Source: an optimization exercise on an open RTL-to-GDS flow (aim: small area). Production flows keep margins and buffers that such runs may drop. No run shown here included a check of the RTL's function; only the layout flow was run.

===== flow/design.v =====
module cas (
  input  [7:0] a,
  input  [7:0] b,
  output [7:0] lo,
  output [7:0] hi
);
wire [8:0] gt;
assign gt[0] = 1'b0;
genvar i;
generate
  for (i = 0; i < 8; i = i + 1) begin : rip
    assign gt[i+1] = (a[i] & ~b[i]) | (gt[i] & (a[i] | ~b[i]));
  end
endgenerate
wire swap = gt[8];
assign lo = swap ? b : a;
assign hi = swap ? a : b;
endmodule
module top #(parameter n = 16, parameter k = 8)
(
  input clk,
  input rstn,
  input  [n * k - 1 : 0] in,
  output [n * k - 1 : 0] out
);
reg [4:0] age;
always @(posedge clk or negedge rstn) begin
  if (!rstn)
    age <= 5'd0;
  else if (age != 5'd17)
    age <= age + 5'd1;
end
wire valid = (age == 5'd17);
wire [7:0] x_0 = in[7:0];
wire [7:0] x_1 = in[15:8];
wire [7:0] x_2 = in[23:16];
wire [7:0] x_3 = in[31:24];
wire [7:0] x_4 = in[39:32];
wire [7:0] x_5 = in[47:40];
wire [7:0] x_6 = in[55:48];
wire [7:0] x_7 = in[63:56];
wire [7:0] x_8 = in[71:64];
wire [7:0] x_9 = in[79:72];
wire [7:0] x_10 = in[87:80];
wire [7:0] x_11 = in[95:88];
wire [7:0] x_12 = in[103:96];
wire [7:0] x_13 = in[111:104];
wire [7:0] x_14 = in[119:112];
wire [7:0] x_15 = in[127:120];
wire [7:0] c0_lo, c0_hi;
cas u_cas0 (.a(x_0), .b(x_13), .lo(c0_lo), .hi(c0_hi));
wire [7:0] c1_lo, c1_hi;
cas u_cas1 (.a(x_1), .b(x_12), .lo(c1_lo), .hi(c1_hi));
wire [7:0] c2_lo, c2_hi;
cas u_cas2 (.a(x_2), .b(x_15), .lo(c2_lo), .hi(c2_hi));
wire [7:0] c3_lo, c3_hi;
cas u_cas3 (.a(x_3), .b(x_14), .lo(c3_lo), .hi(c3_hi));
wire [7:0] c4_lo, c4_hi;
cas u_cas4 (.a(x_4), .b(x_8), .lo(c4_lo), .hi(c4_hi));
wire [7:0] c5_lo, c5_hi;
cas u_cas5 (.a(x_5), .b(x_6), .lo(c5_lo), .hi(c5_hi));
wire [7:0] c6_lo, c6_hi;
cas u_cas6 (.a(x_7), .b(x_11), .lo(c6_lo), .hi(c6_hi));
wire [7:0] c7_lo, c7_hi;
cas u_cas7 (.a(x_9), .b(x_10), .lo(c7_lo), .hi(c7_hi));
reg [127:0] s0;
always @(posedge clk) s0 <= {~c2_hi, ~c3_hi, ~c0_hi, ~c1_hi, ~c6_hi, ~c7_hi, ~c7_lo, ~c4_hi, ~c6_lo, ~c5_hi, ~c5_lo, ~c4_lo, ~c3_lo, ~c2_lo, ~c1_lo, ~c0_lo};
wire [7:0] s0_0 = ~s0[7:0];
wire [7:0] s0_1 = ~s0[15:8];
wire [7:0] s0_2 = ~s0[23:16];
wire [7:0] s0_3 = ~s0[31:24];
wire [7:0] s0_4 = ~s0[39:32];
wire [7:0] s0_5 = ~s0[47:40];
wire [7:0] s0_6 = ~s0[55:48];
wire [7:0] s0_7 = ~s0[63:56];
wire [7:0] s0_8 = ~s0[71:64];
wire [7:0] s0_9 = ~s0[79:72];
wire [7:0] s0_10 = ~s0[87:80];
wire [7:0] s0_11 = ~s0[95:88];
wire [7:0] s0_12 = ~s0[103:96];
wire [7:0] s0_13 = ~s0[111:104];
wire [7:0] s0_14 = ~s0[119:112];
wire [7:0] s0_15 = ~s0[127:120];
wire [7:0] c8_lo, c8_hi;
cas u_cas8 (.a(s0_0), .b(s0_5), .lo(c8_lo), .hi(c8_hi));
wire [7:0] c9_lo, c9_hi;
cas u_cas9 (.a(s0_1), .b(s0_7), .lo(c9_lo), .hi(c9_hi));
wire [7:0] c10_lo, c10_hi;
cas u_cas10 (.a(s0_2), .b(s0_9), .lo(c10_lo), .hi(c10_hi));
wire [7:0] c11_lo, c11_hi;
cas u_cas11 (.a(s0_3), .b(s0_4), .lo(c11_lo), .hi(c11_hi));
wire [7:0] c12_lo, c12_hi;
cas u_cas12 (.a(s0_6), .b(s0_13), .lo(c12_lo), .hi(c12_hi));
wire [7:0] c13_lo, c13_hi;
cas u_cas13 (.a(s0_8), .b(s0_14), .lo(c13_lo), .hi(c13_hi));
wire [7:0] c14_lo, c14_hi;
cas u_cas14 (.a(s0_10), .b(s0_15), .lo(c14_lo), .hi(c14_hi));
wire [7:0] c15_lo, c15_hi;
cas u_cas15 (.a(s0_11), .b(s0_12), .lo(c15_lo), .hi(c15_hi));
reg [127:0] s1;
always @(posedge clk) s1 <= {c14_hi, c13_hi, c12_hi, c15_hi, c15_lo, c14_lo, c10_hi, c13_lo, c9_hi, c12_lo, c8_hi, c11_hi, c11_lo, c10_lo, c9_lo, c8_lo};
wire [7:0] s1_0 = s1[7:0];
wire [7:0] s1_1 = s1[15:8];
wire [7:0] s1_2 = s1[23:16];
wire [7:0] s1_3 = s1[31:24];
wire [7:0] s1_4 = s1[39:32];
wire [7:0] s1_5 = s1[47:40];
wire [7:0] s1_6 = s1[55:48];
wire [7:0] s1_7 = s1[63:56];
wire [7:0] s1_8 = s1[71:64];
wire [7:0] s1_9 = s1[79:72];
wire [7:0] s1_10 = s1[87:80];
wire [7:0] s1_11 = s1[95:88];
wire [7:0] s1_12 = s1[103:96];
wire [7:0] s1_13 = s1[111:104];
wire [7:0] s1_14 = s1[119:112];
wire [7:0] s1_15 = s1[127:120];
wire [7:0] c16_lo, c16_hi;
cas u_cas16 (.a(s1_0), .b(s1_1), .lo(c16_lo), .hi(c16_hi));
wire [7:0] c17_lo, c17_hi;
cas u_cas17 (.a(s1_2), .b(s1_3), .lo(c17_lo), .hi(c17_hi));
wire [7:0] c18_lo, c18_hi;
cas u_cas18 (.a(s1_4), .b(s1_5), .lo(c18_lo), .hi(c18_hi));
wire [7:0] c19_lo, c19_hi;
cas u_cas19 (.a(s1_6), .b(s1_8), .lo(c19_lo), .hi(c19_hi));
wire [7:0] c20_lo, c20_hi;
cas u_cas20 (.a(s1_7), .b(s1_9), .lo(c20_lo), .hi(c20_hi));
wire [7:0] c21_lo, c21_hi;
cas u_cas21 (.a(s1_10), .b(s1_11), .lo(c21_lo), .hi(c21_hi));
wire [7:0] c22_lo, c22_hi;
cas u_cas22 (.a(s1_12), .b(s1_13), .lo(c22_lo), .hi(c22_hi));
wire [7:0] c23_lo, c23_hi;
cas u_cas23 (.a(s1_14), .b(s1_15), .lo(c23_lo), .hi(c23_hi));
reg [127:0] s2;
always @(posedge clk) s2 <= {~c23_hi, ~c23_lo, ~c22_hi, ~c22_lo, ~c21_hi, ~c21_lo, ~c20_hi, ~c19_hi, ~c20_lo, ~c19_lo, ~c18_hi, ~c18_lo, ~c17_hi, ~c17_lo, ~c16_hi, ~c16_lo};
wire [7:0] s2_0 = ~s2[7:0];
wire [7:0] s2_1 = ~s2[15:8];
wire [7:0] s2_2 = ~s2[23:16];
wire [7:0] s2_3 = ~s2[31:24];
wire [7:0] s2_4 = ~s2[39:32];
wire [7:0] s2_5 = ~s2[47:40];
wire [7:0] s2_6 = ~s2[55:48];
wire [7:0] s2_7 = ~s2[63:56];
wire [7:0] s2_8 = ~s2[71:64];
wire [7:0] s2_9 = ~s2[79:72];
wire [7:0] s2_10 = ~s2[87:80];
wire [7:0] s2_11 = ~s2[95:88];
wire [7:0] s2_12 = ~s2[103:96];
wire [7:0] s2_13 = ~s2[111:104];
wire [7:0] s2_14 = ~s2[119:112];
wire [7:0] s2_15 = ~s2[127:120];
wire [7:0] c24_lo, c24_hi;
cas u_cas24 (.a(s2_0), .b(s2_2), .lo(c24_lo), .hi(c24_hi));
wire [7:0] c25_lo, c25_hi;
cas u_cas25 (.a(s2_1), .b(s2_3), .lo(c25_lo), .hi(c25_hi));
wire [7:0] c26_lo, c26_hi;
cas u_cas26 (.a(s2_4), .b(s2_10), .lo(c26_lo), .hi(c26_hi));
wire [7:0] c27_lo, c27_hi;
cas u_cas27 (.a(s2_5), .b(s2_11), .lo(c27_lo), .hi(c27_hi));
wire [7:0] c28_lo, c28_hi;
cas u_cas28 (.a(s2_6), .b(s2_7), .lo(c28_lo), .hi(c28_hi));
wire [7:0] c29_lo, c29_hi;
cas u_cas29 (.a(s2_8), .b(s2_9), .lo(c29_lo), .hi(c29_hi));
wire [7:0] c30_lo, c30_hi;
cas u_cas30 (.a(s2_12), .b(s2_14), .lo(c30_lo), .hi(c30_hi));
wire [7:0] c31_lo, c31_hi;
cas u_cas31 (.a(s2_13), .b(s2_15), .lo(c31_lo), .hi(c31_hi));
reg [127:0] s3;
always @(posedge clk) s3 <= {c31_hi, c30_hi, c31_lo, c30_lo, c27_hi, c26_hi, c29_hi, c29_lo, c28_hi, c28_lo, c27_lo, c26_lo, c25_hi, c24_hi, c25_lo, c24_lo};
wire [7:0] s3_0 = s3[7:0];
wire [7:0] s3_1 = s3[15:8];
wire [7:0] s3_2 = s3[23:16];
wire [7:0] s3_3 = s3[31:24];
wire [7:0] s3_4 = s3[39:32];
wire [7:0] s3_5 = s3[47:40];
wire [7:0] s3_6 = s3[55:48];
wire [7:0] s3_7 = s3[63:56];
wire [7:0] s3_8 = s3[71:64];
wire [7:0] s3_9 = s3[79:72];
wire [7:0] s3_10 = s3[87:80];
wire [7:0] s3_11 = s3[95:88];
wire [7:0] s3_12 = s3[103:96];
wire [7:0] s3_13 = s3[111:104];
wire [7:0] s3_14 = s3[119:112];
wire [7:0] s3_15 = s3[127:120];
wire [7:0] c32_lo, c32_hi;
cas u_cas32 (.a(s3_1), .b(s3_2), .lo(c32_lo), .hi(c32_hi));
wire [7:0] c33_lo, c33_hi;
cas u_cas33 (.a(s3_3), .b(s3_12), .lo(c33_lo), .hi(c33_hi));
wire [7:0] c34_lo, c34_hi;
cas u_cas34 (.a(s3_4), .b(s3_6), .lo(c34_lo), .hi(c34_hi));
wire [7:0] c35_lo, c35_hi;
cas u_cas35 (.a(s3_5), .b(s3_7), .lo(c35_lo), .hi(c35_hi));
wire [7:0] c36_lo, c36_hi;
cas u_cas36 (.a(s3_8), .b(s3_10), .lo(c36_lo), .hi(c36_hi));
wire [7:0] c37_lo, c37_hi;
cas u_cas37 (.a(s3_9), .b(s3_11), .lo(c37_lo), .hi(c37_hi));
wire [7:0] c38_lo, c38_hi;
cas u_cas38 (.a(s3_13), .b(s3_14), .lo(c38_lo), .hi(c38_hi));
reg [127:0] s4;
always @(posedge clk) s4 <= {s3_15, ~c38_hi, ~c38_lo, ~c33_hi, ~c37_hi, ~c36_hi, ~c37_lo, ~c36_lo, ~c35_hi, ~c34_hi, ~c35_lo, ~c34_lo, ~c33_lo, ~c32_hi, ~c32_lo, s3_0};
wire [7:0] s4_0 = s4[7:0];
wire [7:0] s4_1 = ~s4[15:8];
wire [7:0] s4_2 = ~s4[23:16];
wire [7:0] s4_3 = ~s4[31:24];
wire [7:0] s4_4 = ~s4[39:32];
wire [7:0] s4_5 = ~s4[47:40];
wire [7:0] s4_6 = ~s4[55:48];
wire [7:0] s4_7 = ~s4[63:56];
wire [7:0] s4_8 = ~s4[71:64];
wire [7:0] s4_9 = ~s4[79:72];
wire [7:0] s4_10 = ~s4[87:80];
wire [7:0] s4_11 = ~s4[95:88];
wire [7:0] s4_12 = ~s4[103:96];
wire [7:0] s4_13 = ~s4[111:104];
wire [7:0] s4_14 = ~s4[119:112];
wire [7:0] s4_15 = s4[127:120];
wire [7:0] c39_lo, c39_hi;
cas u_cas39 (.a(s4_1), .b(s4_4), .lo(c39_lo), .hi(c39_hi));
wire [7:0] c40_lo, c40_hi;
cas u_cas40 (.a(s4_2), .b(s4_6), .lo(c40_lo), .hi(c40_hi));
wire [7:0] c41_lo, c41_hi;
cas u_cas41 (.a(s4_5), .b(s4_8), .lo(c41_lo), .hi(c41_hi));
wire [7:0] c42_lo, c42_hi;
cas u_cas42 (.a(s4_7), .b(s4_10), .lo(c42_lo), .hi(c42_hi));
wire [7:0] c43_lo, c43_hi;
cas u_cas43 (.a(s4_9), .b(s4_13), .lo(c43_lo), .hi(c43_hi));
wire [7:0] c44_lo, c44_hi;
cas u_cas44 (.a(s4_11), .b(s4_14), .lo(c44_lo), .hi(c44_hi));
reg [127:0] s5;
always @(posedge clk) s5 <= {s4_15, c44_hi, c43_hi, ~s4_12, c44_lo, c42_hi, c43_lo, c41_hi, c42_lo, c40_hi, c41_lo, c39_hi, ~s4_3, c40_lo, c39_lo, s4_0};
wire [7:0] s5_0 = s5[7:0];
wire [7:0] s5_1 = s5[15:8];
wire [7:0] s5_2 = s5[23:16];
wire [7:0] s5_3 = ~s5[31:24];
wire [7:0] s5_4 = s5[39:32];
wire [7:0] s5_5 = s5[47:40];
wire [7:0] s5_6 = s5[55:48];
wire [7:0] s5_7 = s5[63:56];
wire [7:0] s5_8 = s5[71:64];
wire [7:0] s5_9 = s5[79:72];
wire [7:0] s5_10 = s5[87:80];
wire [7:0] s5_11 = s5[95:88];
wire [7:0] s5_12 = ~s5[103:96];
wire [7:0] s5_13 = s5[111:104];
wire [7:0] s5_14 = s5[119:112];
wire [7:0] s5_15 = s5[127:120];
wire [7:0] c45_lo, c45_hi;
cas u_cas45 (.a(s5_2), .b(s5_4), .lo(c45_lo), .hi(c45_hi));
wire [7:0] c46_lo, c46_hi;
cas u_cas46 (.a(s5_3), .b(s5_6), .lo(c46_lo), .hi(c46_hi));
wire [7:0] c47_lo, c47_hi;
cas u_cas47 (.a(s5_9), .b(s5_12), .lo(c47_lo), .hi(c47_hi));
wire [7:0] c48_lo, c48_hi;
cas u_cas48 (.a(s5_11), .b(s5_13), .lo(c48_lo), .hi(c48_hi));
reg [127:0] s6;
always @(posedge clk) s6 <= {s5_15, s5_14, ~c48_hi, ~c47_hi, ~c48_lo, s5_10, ~c47_lo, s5_8, s5_7, c46_hi, s5_5, ~c45_hi, c46_lo, ~c45_lo, s5_1, s5_0};
wire [7:0] s6_0 = s6[7:0];
wire [7:0] s6_1 = s6[15:8];
wire [7:0] s6_2 = ~s6[23:16];
wire [7:0] s6_3 = s6[31:24];
wire [7:0] s6_4 = ~s6[39:32];
wire [7:0] s6_5 = s6[47:40];
wire [7:0] s6_6 = s6[55:48];
wire [7:0] s6_7 = s6[63:56];
wire [7:0] s6_8 = s6[71:64];
wire [7:0] s6_9 = ~s6[79:72];
wire [7:0] s6_10 = s6[87:80];
wire [7:0] s6_11 = ~s6[95:88];
wire [7:0] s6_12 = ~s6[103:96];
wire [7:0] s6_13 = ~s6[111:104];
wire [7:0] s6_14 = s6[119:112];
wire [7:0] s6_15 = s6[127:120];
wire [7:0] c49_lo, c49_hi;
cas u_cas49 (.a(s6_3), .b(s6_5), .lo(c49_lo), .hi(c49_hi));
wire [7:0] c50_lo, c50_hi;
cas u_cas50 (.a(s6_6), .b(s6_8), .lo(c50_lo), .hi(c50_hi));
wire [7:0] c51_lo, c51_hi;
cas u_cas51 (.a(s6_7), .b(s6_9), .lo(c51_lo), .hi(c51_hi));
wire [7:0] c52_lo, c52_hi;
cas u_cas52 (.a(s6_10), .b(s6_12), .lo(c52_lo), .hi(c52_hi));
reg [127:0] s7;
always @(posedge clk) s7 <= {s6_15, s6_14, ~s6_13, ~c52_hi, ~s6_11, ~c52_lo, ~c51_hi, ~c50_hi, ~c51_lo, ~c50_lo, ~c49_hi, ~s6_4, ~c49_lo, ~s6_2, s6_1, s6_0};
wire [7:0] s7_0 = s7[7:0];
wire [7:0] s7_1 = s7[15:8];
wire [7:0] s7_2 = ~s7[23:16];
wire [7:0] s7_3 = ~s7[31:24];
wire [7:0] s7_4 = ~s7[39:32];
wire [7:0] s7_5 = ~s7[47:40];
wire [7:0] s7_6 = ~s7[55:48];
wire [7:0] s7_7 = ~s7[63:56];
wire [7:0] s7_8 = ~s7[71:64];
wire [7:0] s7_9 = ~s7[79:72];
wire [7:0] s7_10 = ~s7[87:80];
wire [7:0] s7_11 = ~s7[95:88];
wire [7:0] s7_12 = ~s7[103:96];
wire [7:0] s7_13 = ~s7[111:104];
wire [7:0] s7_14 = s7[119:112];
wire [7:0] s7_15 = s7[127:120];
wire [7:0] c53_lo, c53_hi;
cas u_cas53 (.a(s7_3), .b(s7_4), .lo(c53_lo), .hi(c53_hi));
wire [7:0] c54_lo, c54_hi;
cas u_cas54 (.a(s7_5), .b(s7_6), .lo(c54_lo), .hi(c54_hi));
wire [7:0] c55_lo, c55_hi;
cas u_cas55 (.a(s7_7), .b(s7_8), .lo(c55_lo), .hi(c55_hi));
wire [7:0] c56_lo, c56_hi;
cas u_cas56 (.a(s7_9), .b(s7_10), .lo(c56_lo), .hi(c56_hi));
wire [7:0] c57_lo, c57_hi;
cas u_cas57 (.a(s7_11), .b(s7_12), .lo(c57_lo), .hi(c57_hi));
reg [127:0] s8;
always @(posedge clk) s8 <= {s7_15, s7_14, ~s7_13, c57_hi, c57_lo, c56_hi, c56_lo, c55_hi, c55_lo, c54_hi, c54_lo, c53_hi, c53_lo, ~s7_2, s7_1, s7_0};
wire [7:0] s8_0 = s8[7:0];
wire [7:0] s8_1 = s8[15:8];
wire [7:0] s8_2 = ~s8[23:16];
wire [7:0] s8_3 = s8[31:24];
wire [7:0] s8_4 = s8[39:32];
wire [7:0] s8_5 = s8[47:40];
wire [7:0] s8_6 = s8[55:48];
wire [7:0] s8_7 = s8[63:56];
wire [7:0] s8_8 = s8[71:64];
wire [7:0] s8_9 = s8[79:72];
wire [7:0] s8_10 = s8[87:80];
wire [7:0] s8_11 = s8[95:88];
wire [7:0] s8_12 = s8[103:96];
wire [7:0] s8_13 = ~s8[111:104];
wire [7:0] s8_14 = s8[119:112];
wire [7:0] s8_15 = s8[127:120];
wire [7:0] c58_lo, c58_hi;
cas u_cas58 (.a(s8_6), .b(s8_7), .lo(c58_lo), .hi(c58_hi));
wire [7:0] c59_lo, c59_hi;
cas u_cas59 (.a(s8_8), .b(s8_9), .lo(c59_lo), .hi(c59_hi));
wire [95:0] low = {s8_15[5:0], s8_14[5:0], ~s8_13[5:0], s8_12[5:0], s8_11[5:0], s8_10[5:0], ~c59_hi[5:0], ~c59_lo[5:0], ~c58_hi[5:0], ~c58_lo[5:0], s8_5[5:0], s8_4[5:0], s8_3[5:0], ~s8_2[5:0], s8_1[5:0], s8_0[5:0]};
wire [15:0] z1;
assign z1[0] = (~s8_0[7] & ~s8_0[6]);
assign z1[1] = (~s8_1[7] & ~s8_1[6]);
assign z1[2] = (~s8_2[7] & ~s8_2[6]);
assign z1[3] = (~s8_3[7] & ~s8_3[6]);
assign z1[4] = (~s8_4[7] & ~s8_4[6]);
assign z1[5] = (~s8_5[7] & ~s8_5[6]);
assign z1[6] = ((~s8_6[7] & ~s8_6[6]) | (~s8_7[7] & ~s8_7[6]));
assign z1[7] = ((~s8_6[7] & ~s8_6[6]) & (~s8_7[7] & ~s8_7[6]));
assign z1[8] = ((~s8_8[7] & ~s8_8[6]) | (~s8_9[7] & ~s8_9[6]));
assign z1[9] = ((~s8_8[7] & ~s8_8[6]) & (~s8_9[7] & ~s8_9[6]));
assign z1[10] = (~s8_10[7] & ~s8_10[6]);
assign z1[11] = (~s8_11[7] & ~s8_11[6]);
assign z1[12] = (~s8_12[7] & ~s8_12[6]);
assign z1[13] = (~s8_13[7] & ~s8_13[6]);
assign z1[14] = (~s8_14[7] & ~s8_14[6]);
assign z1[15] = (~s8_15[7] & ~s8_15[6]);
wire [15:0] z2;
assign z2[0] = (~s8_0[7]);
assign z2[1] = (~s8_1[7]);
assign z2[2] = (~s8_2[7]);
assign z2[3] = (~s8_3[7]);
assign z2[4] = (~s8_4[7]);
assign z2[5] = (~s8_5[7]);
assign z2[6] = ((~s8_6[7]) | (~s8_7[7]));
assign z2[7] = ((~s8_6[7]) & (~s8_7[7]));
assign z2[8] = ((~s8_8[7]) | (~s8_9[7]));
assign z2[9] = ((~s8_8[7]) & (~s8_9[7]));
assign z2[10] = (~s8_10[7]);
assign z2[11] = (~s8_11[7]);
assign z2[12] = (~s8_12[7]);
assign z2[13] = (~s8_13[7]);
assign z2[14] = (~s8_14[7]);
assign z2[15] = (~s8_15[7]);
wire [15:0] z3;
assign z3[0] = (~(s8_0[7] & s8_0[6]));
assign z3[1] = (~(s8_1[7] & s8_1[6]));
assign z3[2] = (~(s8_2[7] & s8_2[6]));
assign z3[3] = (~(s8_3[7] & s8_3[6]));
assign z3[4] = (~(s8_4[7] & s8_4[6]));
assign z3[5] = (~(s8_5[7] & s8_5[6]));
assign z3[6] = ((~(s8_6[7] & s8_6[6])) | (~(s8_7[7] & s8_7[6])));
assign z3[7] = ((~(s8_6[7] & s8_6[6])) & (~(s8_7[7] & s8_7[6])));
assign z3[8] = ((~(s8_8[7] & s8_8[6])) | (~(s8_9[7] & s8_9[6])));
assign z3[9] = ((~(s8_8[7] & s8_8[6])) & (~(s8_9[7] & s8_9[6])));
assign z3[10] = (~(s8_10[7] & s8_10[6]));
assign z3[11] = (~(s8_11[7] & s8_11[6]));
assign z3[12] = (~(s8_12[7] & s8_12[6]));
assign z3[13] = (~(s8_13[7] & s8_13[6]));
assign z3[14] = (~(s8_14[7] & s8_14[6]));
assign z3[15] = (~(s8_15[7] & s8_15[6]));
wire [4:0] n1 = therm2bin(z1), n2 = therm2bin(z2), n3 = therm2bin(z3);
wire [1:0] full = {n2[4], n3[4] & ~n2[4] | n1[4]};
reg [109:0] e9;
always @(posedge clk) e9 <= {full, n3[3:0], n2[3:0], n1[3:0], low};
reg [109:0] e10;
always @(posedge clk) e10 <= e9;
reg [109:0] e11;
always @(posedge clk) e11 <= e10;
reg [109:0] e12;
always @(posedge clk) e12 <= e11;
reg [109:0] e13;
always @(posedge clk) e13 <= e12;
reg [109:0] e14;
always @(posedge clk) e14 <= e13;
reg [109:0] e15;
always @(posedge clk) e15 <= e14;
reg [109:0] e16;
always @(posedge clk) e16 <= e15;
wire [1:0] nfull = e16[109:108];
localparam [15:0] lowpol = 16'b0010001111000100;
wire [4:0] cnt1 = {nfull == 2'd3, e16[99:96]};
wire [4:0] cnt2 = {nfull[1], e16[103:100]};
wire [4:0] cnt3 = {nfull != 2'd0, e16[107:104]};
genvar h;
generate
  for (h = 0; h < 16; h = h + 1) begin : expand
    wire b7 = (h >= cnt2);
    wire b6 = ((h >= cnt1) && (h < cnt2)) || (h >= cnt3);
    assign out[8*h+7 -: 8] = valid ? {b7, b6, e16[6*h+5 -: 6] ^ {6{lowpol[h]}}} : 8'd0;
  end
endgenerate
function [4:0] therm2bin;
  input [15:0] z;
  begin
    therm2bin[4] = z[15];
    therm2bin[3] = z[7] & ~z[15];
    therm2bin[2] = (z[3] & ~z[7]) | (z[11] & ~z[15]);
    therm2bin[1] = (z[1] & ~z[3]) | (z[5] & ~z[7]) | (z[9] & ~z[11]) | (z[13] & ~z[15]);
    therm2bin[0] = (z[0] & ~z[1]) | (z[2] & ~z[3]) | (z[4] & ~z[5]) | (z[6] & ~z[7]) |
                   (z[8] & ~z[9]) | (z[10] & ~z[11]) | (z[12] & ~z[13]) | (z[14] & ~z[15]);
  end
endfunction
endmodule

===== flow/flow/run.sh =====
#!/bin/bash
# Standard synthesis and layout, with these changes to how the layout is made:
#  - after synthesis, 2:1 mux cells that share a select are rewritten as
#    o22a/o22ai cells with one inverter per select (muxrw.py);
#  - the ports are buffered with the smallest buffer;
#  - clock tree synthesis adds no dummy loads;
#  - after placement repair, gates with slack are downsized, then slew and
#    capacitance are repaired again (post_resize.tcl).
set -euo pipefail
F=$(pwd)/flow
R=orfs/results/sky130hd/top/base
export BUFFER_PORTS_ARGS="-buffer_cell sky130_fd_sc_hd__buf_1"
export CTS_ARGS="-sink_clustering_enable -repair_clock_nets -dont_use_dummy_load"
export POST_RESIZE_TCL=$F/post_resize.tcl
bash standard.sh synth > synth.log 2>&1
cp $R/1_2_yosys.v $R/1_2_yosys.std.v
python3 $F/muxrw.py $R/1_2_yosys.std.v $R/1_2_yosys.v > muxrw.log 2>&1
rm -f $R/1_synth.odb
bash standard.sh synth > synth_odb.log 2>&1
bash standard.sh finish > layout.log 2>&1

===== flow/flow/muxrw.py =====
#!/usr/bin/env python3
"""Rewrite 2:1 multiplexer cells of a Yosys netlist as OR-AND gates.

A select net that drives several mux2/mux2i cells gets one inverter, and each
of those cells becomes an o22a (mux2) or o22ai (mux2i) cell, which is
smaller:  S ? A1 : A0  ==  (S | A0) & (~S | A1).
Usage: muxrw.py IN.v OUT.v
"""
import re, sys, collections

src = open(sys.argv[1]).read()
inst_re = re.compile(r'(\n\s*)(sky130_fd_sc_hd__(mux2i?)_\d+)\s+(\S+)\s*\((.*?)\);', re.S)
pin_re = re.compile(r'\.(\w+)\(\s*(.*?)\s*\)\s*(?:,|$)', re.S)

def pins(body):
    # escaped identifiers keep the space that ends them
    return {m.group(1): (m.group(2) + ' ' if m.group(2).startswith('\\') else m.group(2))
            for m in pin_re.finditer(body.strip())}

muxes = []
count = None
for m in inst_re.finditer(src):
    muxes.append((m, pins(m.group(5))))


# existing inverters of a select net
inv_re = re.compile(r'sky130_fd_sc_hd__(?:inv|clkinv)_\d+\s+\S+\s*\((.*?)\);', re.S)
have_inv = {}
for m in inv_re.finditer(src):
    p = pins(m.group(1))
    if 'A' in p and 'Y' in p:
        have_inv.setdefault(p['A'], p['Y'])

# buffers: a select net is inverted at the root of its buffer tree
buf_re = re.compile(r'sky130_fd_sc_hd__(?:buf|clkbuf)_\d+\s+\S+\s*\((.*?)\);', re.S)
buf_in = {}
for m in buf_re.finditer(src):
    p = pins(m.group(1))
    if 'A' in p and 'X' in p:
        buf_in[p['X']] = p['A']
def root(s):
    while s in buf_in:
        s = buf_in[s]
    return s

count = collections.Counter(root(p['S']) for _, p in muxes)
new_inv = {}
def sel_n(s):
    r = root(s)
    if r in have_inv:
        return have_inv[r]
    if r not in new_inv:
        new_inv[r] = '\\muxrw_sn%d ' % len(new_inv)
    return new_inv[r]

out = []
pos = 0
nrw = 0
for m, p in muxes:
    s = p['S']
    if count[root(s)] < 2 and root(s) not in have_inv:
        continue
    sn = sel_n(s)
    if m.group(3) == 'mux2i':
        cell, o = 'sky130_fd_sc_hd__o22ai_1', '.Y(%s)' % p['Y']
    else:
        cell, o = 'sky130_fd_sc_hd__o22a_1', '.X(%s)' % p['X']
    out.append(src[pos:m.start()])
    out.append('%s%s %s (.A1(%s), .A2(%s), .B1(%s), .B2(%s), %s);' %
               (m.group(1), cell, m.group(4), s, p['A0'], sn, p['A1'], o))
    pos = m.end()
    nrw += 1
out.append(src[pos:])
res = ''.join(out)
decl = []
for i, (s, sn) in enumerate(new_inv.items()):
    decl.append(' wire %s;' % sn)
    decl.append(' sky130_fd_sc_hd__inv_1 \\muxrw_inv%d  (.A(%s), .Y(%s));' % (i, s, sn))
k = res.rindex('endmodule')
res = res[:k] + '\n'.join(decl) + '\n' + res[k:]
open(sys.argv[2], 'w').write(res)
print('muxrw: %d muxes rewritten, %d inverters added, %d reused' %
      (nrw, len(new_inv), len([s for s in count if s in have_inv])))

===== flow/flow/post_resize.tcl =====
# After placement-based repair: downsize gates whose paths have slack, then
# repair max slew / capacitance / fanout again.
repair_timing -recover_power 100 -verbose
repair_design_helper

===== flow/standard.sh =====
#!/bin/bash
# synth_recipe.tcl (not shown) runs the flow's synth.tcl, then flattens the netlist and writes it again
# the make line also repeats each setting of config.mk as NAME=value (left out here)
make -C /OpenROAD-flow-scripts/flow DESIGN_CONFIG=/design/flow/config.mk WORK_HOME=/design/flow/orfs CLKGATE_MAP_FILE= SYNTH_SCRIPT=/design/flow/synth_recipe.tcl "${@:-finish}"

===== flow/config.mk =====
export PLATFORM = sky130hd
export DESIGN_NAME = top
export DESIGN_NICKNAME = top
export VERILOG_FILES = /design/flow/design.v
export SDC_FILE = /design/flow/constraint.sdc
export NUM_CORES = 4
export LEC_CHECK = 0
export CAP_MARGIN = 20
export CORE_MARGIN = 2
export CORE_UTILIZATION = 40
export SLEW_MARGIN = 20

===== flow/constraint.sdc =====
create_clock -name core_clock -period 4.0 [get_ports {clk}]
set_input_delay 0.8000 -clock core_clock [delete_from_list [all_inputs] [get_ports {clk}]]
set_output_delay 0.8000 -clock core_clock [all_outputs]
set_load 0.01 [all_outputs]

==> results of run 1 <==
flip-flops by register name (all words and copies together), names as in the netlist, 128 cells and up:
register	flops
s1	128
s3	128
s0	128
s8	128
s6	128
s2	128
s5	128
s7	128
s4	128
repair_timing:
action                     4_1_cts  5_1_grt
hold endpoints to repair         5        0
setup buffers                    0        0
gates resized for setup          0        1
hold buffers                     1        0
setup endpoints to repair        0        4
routing by layer:
layer / wire length (um) / GRT usage
met1: 51700 / 0.186
met2: 55000 / 0.257
met3: 5440 / 0.0306
met4: 4950 / 0.0714
met5: 0 / 0
worst max-delay path, stage by stage (launching register included):
cell      delay [ps]
dfrtp_1          410
inv_1             70
ha_1             210
nor4bb_4         210
buf_4            380
buf_4            380
and2_1           180
buf_1            150
how the worst max path moves through the flow:
stage | endpoint | depth (start not counted)
2_1_floorplan | s0[10]$_DFF_P_ | 8
3_3_place_gp | s0[8]$_DFF_P_ | 10
3_5_place_dp | s2[113]$_DFF_P_ | 8
4_1_cts | out[51] | 6
5_1_grt | out[91] | 7
6_report | out[89] | 7
cell type report:
type | count | area, um2
Multi-Input combinational cell | 2559 | 15900
Timing Repair Buffer | 278 | 1060
Fill cell | 13339 | 79400
Antenna cell | 1 | 2.50
Inverter | 428 | 1610
Clock buffer | 191 | 4780
Sequential cell | 2037 | 40800
Tap cell | 1917 | 2400
stage by stage:
| step | hold slack (ps) | cells | utilization | cell area [um2] |
|---|---|---|---|---|
| final | 205 | 7411 | 0.456 | 66600 |
| after global routing | 170 | 7410 | 0.456 | 66600 |
| after CTS | 129 | 7410 | 0.456 | 66500 |
| after detailed placement | 312 | 7218 | 0.423 | 61700 |
| after global placement | 311 | 7218 | 0.425 | 62000 |
| after floorplan | 310 | 5095 | - | 58900 |
==> results.txt, run 1 <==
The flow ran to the end and the layout has no timing, DRC or antenna violations. The die is 388 um wide. The number of nets at the end of the flow is 5637.

The netlist area before placement is 58900 um2, and the count of buffers inserted at the top-level ports is 257. The final worst-path cycle share came out at 0.904. The H-tree generated during clock tree synthesis spans 4 levels.

The worst hold path was traced through 2 stages. The die covers 150000 um2. The number of vias per cell after detailed routing works out to 4.87. The run gives 0 as the final-report hold violation count.

The tools report the start point of the worst hold path as in[69]. In the final timing run, aggregate negative setup slack is 0 ps. Fraction of final layout cells with drive strength greater than 1: 0.0404.

Based on the critical path, the design can be clocked at up to 0.277 GHz. For the pin with the worst max-slew slack, the measured transition is 1090 ps. The commonest non-fill, non-tap cell in the layout was dfxtp_1.

The minimum setup slack among reg-to-reg paths is 740 ps. The number of core rows was 140; the chip height was 388 um. Clock tree synthesis found a total of 2037 sinks. Clock latency on the worst-skew pair, taken at its later pin, is 810 ps. Setup repair after global routing left no endpoint under its margin.

The first-pass GRT wire length was 184 mm. After detailed routing, the number of remaining DRC violations is 0. The kind of end point of the critical path was a primary output. The synthesis warning total is 1. The run gives 5095 as the cell count after synthesis.

Sum of routed wire length over all layers: 117 mm. The worst hold path terminates at s0[69]$_DFF_P_. Setup violations remaining at the end of the flow were counted as 0.

Before CTS, the worst setup slack after placement is 354 ps. TritonCTS built the clock tree. The top cell types in the final layout, fill and taps aside, are dfxtp_1, o22ai_1, inv_1. The peak fanout along the critical path is 34.

The type of the worst setup path is flop to primary output. The cell count of the worst reg-to-reg path is 8, and the initial antenna violation count is 1. The all-layer global routing usage was 0.152; the post-synth net total was 5237. Once detail routing completed, the nets flagged for antenna violations numbered 0. In this run the worst hold path is classified as input pin to flop. Clock-pin slew was measured on the worst setup and hold paths at 60 ps. The total area inside the core boundary comes to 146000 um2. The run gives 0.270 as the remaining max-slew budget at the tightest pin.

The clock period minus worst slack was 3620 ps; the number of detailed-route iterations in the first pass was 5. The area growth from synthesis to layout is 13.1%. The endpoint identified for the worst register-to-register timing path is s2[113]$_DFF_P_. At the worst endpoint, the arrival time is 2820 ps.

After detailed routing, the average wire length per cell comes to 15.8 um. The via count is 36.1k, and the synthesized area divided by synthesized cell count is 11.6 um2. At the worst endpoint, the required time is 3200 ps. STA classifies the critical path startpoint as a flop. In this run the deepest clock path goes through 3 buffers. Detailed placement finished with a half-perimeter wire length of 86.7 mm. The number of placed I/O pins came out at 258. The starting density of the core is 0.403. The buffer type at the clock tree root is clkbuf_16. The logs give 0.878 for the final estimated routing congestion in global placement and 0 for the count of pins over their slew limit.

The via count of the first global-routing pass is 34.6k. The logs give 35 for the largest net degree at the start of global routing and 82.1 ps for the maximum clock skew at final layout. The tools report the worst setup margin as 385 ps.

Counting the buffers created by CTS gives 191. Number of DRC markers in iteration 0: 2044. The tools report the startpoint of the worst-slack reg-to-reg timing path as s1[112]$_DFF_P_.

The tools report the max-cap check violation count as 0. Source of the critical timing path: age[1]$_DFFE_PN0P_. For the sum of overflow across all layers after global routing, the log shows 0.
==> run 2, diff against run 1 <==
==> flow/design.v (replaced) <==
module odd_even_sort #(parameter n = 8, parameter k = 8, parameter ODD_PHASE = 1)
(
  input  clk, 
  input  rstn,
  input  [n * k - 1 : 0] in,
  output [n * k - 1 : 0] out
);
reg [n * k - 1 : 0] out_reg;
genvar i;
generate
  if (ODD_PHASE) begin : odd
    for (i = 1; i < n/2; i = i + 1) begin
      always @(posedge clk or negedge rstn) begin
        if (rstn == 1'b0) begin
          out_reg[((2*i + 1)*k - 1)-: 2*k] <= 0;
        end else begin
          if (in[((2*i + 0)*k - 1)-: k] >= in[((2*i + 1)*k - 1)-: k]) begin
            out_reg[((2*i + 0)*k - 1)-: k] <= in[((2*i + 1)*k - 1)-: k];
            out_reg[((2*i + 1)*k - 1)-: k] <= in[((2*i + 0)*k - 1)-: k];
          end else begin
            out_reg[((2*i + 1)*k -1)-: 2*k] <= in[((2*i + 1)*k -1)-: 2*k];
          end 
        end 
      end
    end
    always @(posedge clk or negedge rstn) begin
      if (rstn == 1'b0) begin
        out_reg[k - 1 : 0] <= 0;
        out_reg[((n*k) - 1)-: k] <= 0;
      end else begin
        out_reg[k - 1 : 0]  <= in[k - 1 : 0];
        out_reg[((n*k) - 1)-: k] <= in[((n*k) - 1)-: k];
      end 
    end 
  end else begin : even
    for (i = 0; i < n/2; i = i + 1) begin
      always @(posedge clk or negedge rstn) begin
        if (rstn == 1'b0)
          out_reg[((2*i + 2)*k -1)-: 2*k] <= 0; 
        else begin
          if (in[((2*i + 1)*k - 1)-: k] >= in[((2*i + 2)*k - 1)-: k]) begin
            out_reg[((2*i + 1)*k - 1)-: k] <= in[((2*i + 2)*k - 1)-: k];
            out_reg[((2*i + 2)*k - 1)-: k] <= in[((2*i + 1)*k - 1)-: k];
          end else begin
            out_reg[((2*i + 2)*k -1)-: 2*k] <= in[((2*i + 2)*k -1)-: 2*k];
          end
        end 
      end
    end
  end
endgenerate
assign out = out_reg;
endmodule
module top #(parameter n = 16, parameter k = 8)
(
  input clk, 
  input rstn,
  input  [n * k - 1 : 0] in,
  output [n * k - 1 : 0] out
);
reg [n * k - 1 : 0] inp_reg;
always @(posedge clk or negedge rstn) begin
  if (!rstn)
    inp_reg <= 0;
  else 
    inp_reg <= in;
end
wire [(n*k -1) : 0] stage[n:0];
assign stage[0] = inp_reg;
genvar i;
generate 
  for (i = 0; i < n; i = i + 1) begin
    odd_even_sort #(.n(n), .k(k), .ODD_PHASE(i & 1'b1)) u_odd_even_sort
    (
      .clk  (clk),
      .rstn (rstn),
      .in (stage[i]),
      .out (stage[i + 1])
    );
  end
endgenerate
assign out = stage[n];
endmodule
==> flow/run.sh (new file) <==
#!/bin/bash
# synth_recipe.tcl (not shown) runs the flow's synth.tcl, then flattens the netlist and writes it again
# the make line also repeats each setting of config.mk as NAME=value (left out here)
make -C /OpenROAD-flow-scripts/flow DESIGN_CONFIG=/design/flow/config.mk WORK_HOME=/design/flow/orfs CLKGATE_MAP_FILE= SYNTH_SCRIPT=/design/flow/synth_recipe.tcl finish
removed: flow/flow/run.sh
removed: flow/flow/muxrw.py
removed: flow/flow/post_resize.tcl
removed: flow/standard.sh
==> run 2 against run 1 <==
Against the previous run: area after synthesis grew 84%; clock-buffer cell count increased by 127; register-to-register slack better by 550 ps; global-route usage is 2.0 points lower.
==> results.txt, run 2 <==
The flow ran to the end and the layout has no timing, DRC or antenna violations. The logs give 88.9 mm (+62%) for the amount of wire on met2 after detailed routing and 2176 (+6.8%) for the number of clock sinks. The synthesized area divided by synthesized cell count is 14.8 um2 (+28%). The critical path is of the flop to flop type.

The largest net degree at the start of global routing is 125 (+260%). Counting instances in the post-synthesis netlist gives the leading cell types as dfrtp_1, mux2_4, inv_1. The length of routed met3 wiring came out at 5.23 mm (-4.0%). The tools report the accumulated negative setup slack as 0 ps (unchanged).

Setup repair after global routing left no endpoint under its margin. The cell family contributing the most delay on the critical path is compound AO/OA/AOI/OAI gates. The length of routed wiring on met1 came out at 81.2 mm (+57%).

The cell count of the worst reg-to-reg path was 6 (-2); the number of enable-type register cells in the synthesized netlist was 0. The logic depth of the worst setup path including buffers works out to 6 (-1). The final worst-path cycle share was 0.677 (-0.227). The tools report the minimum setup slack among reg-to-reg paths as 1290 ps (+550 ps). For the sum of overflow across all layers after global routing, the log shows 0 (unchanged). The via count of the first global-routing pass came out at 60.5k (+75%).

In this run the critical register-to-register path is launched from genblk1[14].u_odd_even_sort.out_reg[8]$_DFF_PN0_. The share of synthesized cell area in full adder, half adder and majority cells is 0.111. Relative to the synthesized area, the layout overhead comes to 12.6%. The register bit count reported by yosys works out to 2176.

The max-cap check violation count was 0 (unchanged). The post-route worst hold slack is 343 ps (+138 ps). The number of DRC markers in iteration 0 was 1704 (-17%).

The tightest min-delay check is of the flop to flop type. For the number of levels the H-tree was split into, the log shows 4 (unchanged). Of all cell types, the one taking the most synthesized area is dfrtp_1.

For this run, the leading register cell type out of synthesis is dfrtp_1. After synthesis, the largest family of logic cells by area is multiplexers. The library cell used most frequently in the layout, excluding fill and tap cells, is dfrtp_1. The most critical setup path has its endpoint at genblk1[15].u_odd_even_sort.out_reg[10]$_DFF_PN0_. The fraction of final layout cells with drive strength greater than 1 came out at 0.327 (+0.287).

The worst setup path is launched from a flop. The number of vias per cell after detailed routing is 4.76 (-2.3%). The initial antenna violation count came out at 1 (unchanged). The proportion of synthesized area in mux cells is 0.241. The number of cells on the worst hold path came out at 0 (-2).

Area share of the leading cell type in the synthesized netlist: 0.503. The worst-skew pair later-pin latency was 880 ps (+70 ps); the cell count after synthesis was 7336 (+44%). The logs give 0 (unchanged) for the number of buffers inserted to repair setup after CTS and 0 (unchanged) for the total setup violations reported at the end of the flow. The maximum clock skew at final layout was 43.5 ps (-38.6 ps); the post-synth net total was 8426 (+61%). The final-report hold violation count is 0 (unchanged), and the number of antenna-violating nets in the routed design is 0 (unchanged). The all-layer global routing usage is 0.132 (-0.0199).

The logs give 308 mm (+68%) for the first-pass GRT wire length and 258 (unchanged) for the number of placed I/O pins. Maximum buffer depth of the clock tree: 4 (+1). The synthesized-area fraction occupied by xor and xnor cells is 0, and the count of cells resized by post-cts repair is 0 (unchanged). The register clock-pin slew on the reported worst setup and hold paths works out to 70 ps (about the same). The final estimated routing congestion in global placement came out at 0.803 (-8.6%).

After synthesis, the cell types taking the most area are dfrtp_1, mux2_4, ha_1. The clock period minus worst slack was 2710 ps (-906 ps). The signal on the critical path passes through inv_1 > ha_1 > nand2b_4 > a2111o_1 > a211oi_4 > mux2_2.

Number of flip-flops in the largest register: 2048. The remaining max-slew budget at the tightest pin is 0.347 (+0.0777), and the count of pins over their slew limit is 0 (unchanged). The maximum achievable frequency is 0.369 GHz (+33%).

Yosys instantiated no cell more often than dfrtp_1. The post-detailed-route wirelength per cell is 15.6 um (-1.2%), and the fraction of registers with async set/reset is 1.00. The total die area came out at 275000 um2 (+83%). The delay contributed by the slowest stage of the critical path is 840 ps (+430 ps).

The highest metal layer with signal wires is met4. The number of core rows came out at 191 (+36%). The via count was 54.8k (+52%). The worst setup path is captured at a flop. The proportion of synthesized chip area in sequential cells is 0.503, and the required arrival time at the worst endpoint is 4750 ps (+1550 ps). The peak fanout along the critical path works out to 16 (-53%). The run gives 3460 ps (+640 ps) as the data arrival time of the critical path. The capture point of the worst reg-to-reg path is genblk1[15].u_odd_even_sort.out_reg[10]$_DFF_PN0_. The netlist area before placement was 108000 um2 (+84%). For the number of filler instances in the final layout, the log shows 23.8k (+78%).

The number of detailed-route iterations in the first pass is 5 (unchanged). For the synthesis warning total, the log shows 3 (+2). The tools report the number of nets at the end of the flow as 8856 (+57%).

The fraction of the mapped netlist area in compound gates was 0.0596. In the layout the commonest cells are dfrtp_1, mux2_4, inv_1. The count of buffers inserted at the top-level ports was 257 (unchanged); the core box area was 270000 um2 (+85%). In this run, distinct cell masters in the synthesized netlist total 14. The tools report the number of buffers created by CTS as 238 (+25%).

Clock tree synthesis selected as its root buffer the cell clkbuf_16. Tracing the worst setup path back leads to its startpoint at genblk1[14].u_odd_even_sort.out_reg[8]$_DFF_PN0_. TritonCTS built the clock tree. The detailed-placement wirelength estimate is 136 mm (+57%), and the die width is 524 um (+35%). The slew at the pin with the worst max-slew slack works out to 976 ps (-113 ps). The sum of routed wire length over all layers is 180 mm (+54%), and the number of design rule violations left after detail routing is 0 (unchanged).

Chip height: 524 um (+35%). The starting density of the core was 0.401 (-0.00216); the worst path buffer plus inverter count was 1 (-3). On the critical path, the stage with the largest delay is an instance of a211oi_4. The number of hold buffers added after CTS was 1 (unchanged).

The simple-gate portion of the synthesized area is 0.0263.
## run 2: per-stage QoR
stage                     setup slack, ps  cells  utilization  cell area (um2)
after floorplan                      1790   7336            -           108000
after global placement               1340  11095        0.421           114000
after detailed placement             1290  11095        0.421           114000
after CTS                            1280  11520        0.452           122000
after global routing                 1160  11521        0.452           122000
final                                1290  11521        0.452           122000
## run 2: worst min-delay path by stage
stage / start / end / slack (ps)
2_1_floorplan: genblk1[10].u_odd_even_sort.out_reg[0]$_DFF_PN0_ / genblk1[11].u_odd_even_sort.out_reg[0]$_DFF_PN0_ / 330
5_1_grt: in[118] / inp_reg[118]$_DFF_PN0_ / 290
3_3_place_gp: genblk1[6].u_odd_even_sort.out_reg[7]$_DFF_PN0_ / genblk1[7].u_odd_even_sort.out_reg[7]$_DFF_PN0_ / 330
4_1_cts: in[91] / inp_reg[91]$_DFF_PN0_ / 260
6_report: genblk1[4].u_odd_even_sort.out_reg[0]$_DFF_PN0_ / genblk1[5].u_odd_even_sort.out_reg[0]$_DFF_PN0_ / 340
3_5_place_dp: genblk1[12].u_odd_even_sort.out_reg[7]$_DFF_PN0_ / genblk1[13].u_odd_even_sort.out_reg[7]$_DFF_PN0_ / 330
## run 2: cell type report
cell class	instances	area (um2)	share of cell area
Clock buffer	318	6740	0.0552
Tap cell	3570	4470	0.0366
Antenna cell	1	2.50	0.0000205
Inverter	1080	4050	0.0332
Multi-Input combinational cell	3960	47400	0.389
Timing Repair Buffer	310	3290	0.0270
Sequential cell	2176	54500	0.446
Clock inverter	106	1560	0.0128
## run 2: kinds of logic after synthesis
group	after synthesis
fa+ha+maj	960
simple gates	360
buf+inv	1200
compound gates	720
mux	1920
flops	2176
## run 2: layer usage
| metal | GRT usage | up-vias |
|---|---|---|
| met5 | 0 | - |
| met2 | 0.231 | 597 |
| met1 | 0.170 | 27627 |
| met3 | 0.0197 | 330 |
| met4 | 0.0383 | 0 |
| li1 | - | 26267 |
## run 2: worst register-to-register path: cells and delay by family, from the launching register on
kind,cells,cell delay [ps]
AND/OR/NAND/NOR,1,140
flip-flops,1,390
multiplexers,1,430
buffers and inverters,1,60
adder cells (fa/ha/maj),1,290
AO/OA/AOI/OAI,2,1300

[what the ideal ports hide]
The flow's constraints put no driver on any port. The routed layouts listed below were extracted and timed again, unchanged, in two steps. Step 1, drivers: a clkbuf_16 drives clk and a buf_2 each remaining input, both assumed. Step 2 adds t to the input delays and takes it off the output delays; t is the mean of the earliest and latest rising clock arrival at the registers after step 1. Input paths then give back, and output paths get back, about the clock's delay inside the block. Three values: no drivers, after step 1, after step 2; two values: the first two.
| run | shift t [ns] | setup WS [ns] | worst register clock-pin slew, ns | pins driven straight from the clock port |
|---|---|---|---|---|
| run 1 | 0.843 | 0.385 / 0.305 / 0.502 | 0.06 / 0.06 | 1 |
| run 2 | 0.950 | 1.291 / 1.291 / 1.274 | 0.07 / 0.07 | 1 |
After both steps setup and hold are still met in every run listed. For run 2, which loses most, drivers alone change the setup slack by 0.000 ns; drivers and shift together by -0.017 ns. Setup slack includes reset recovery checks.
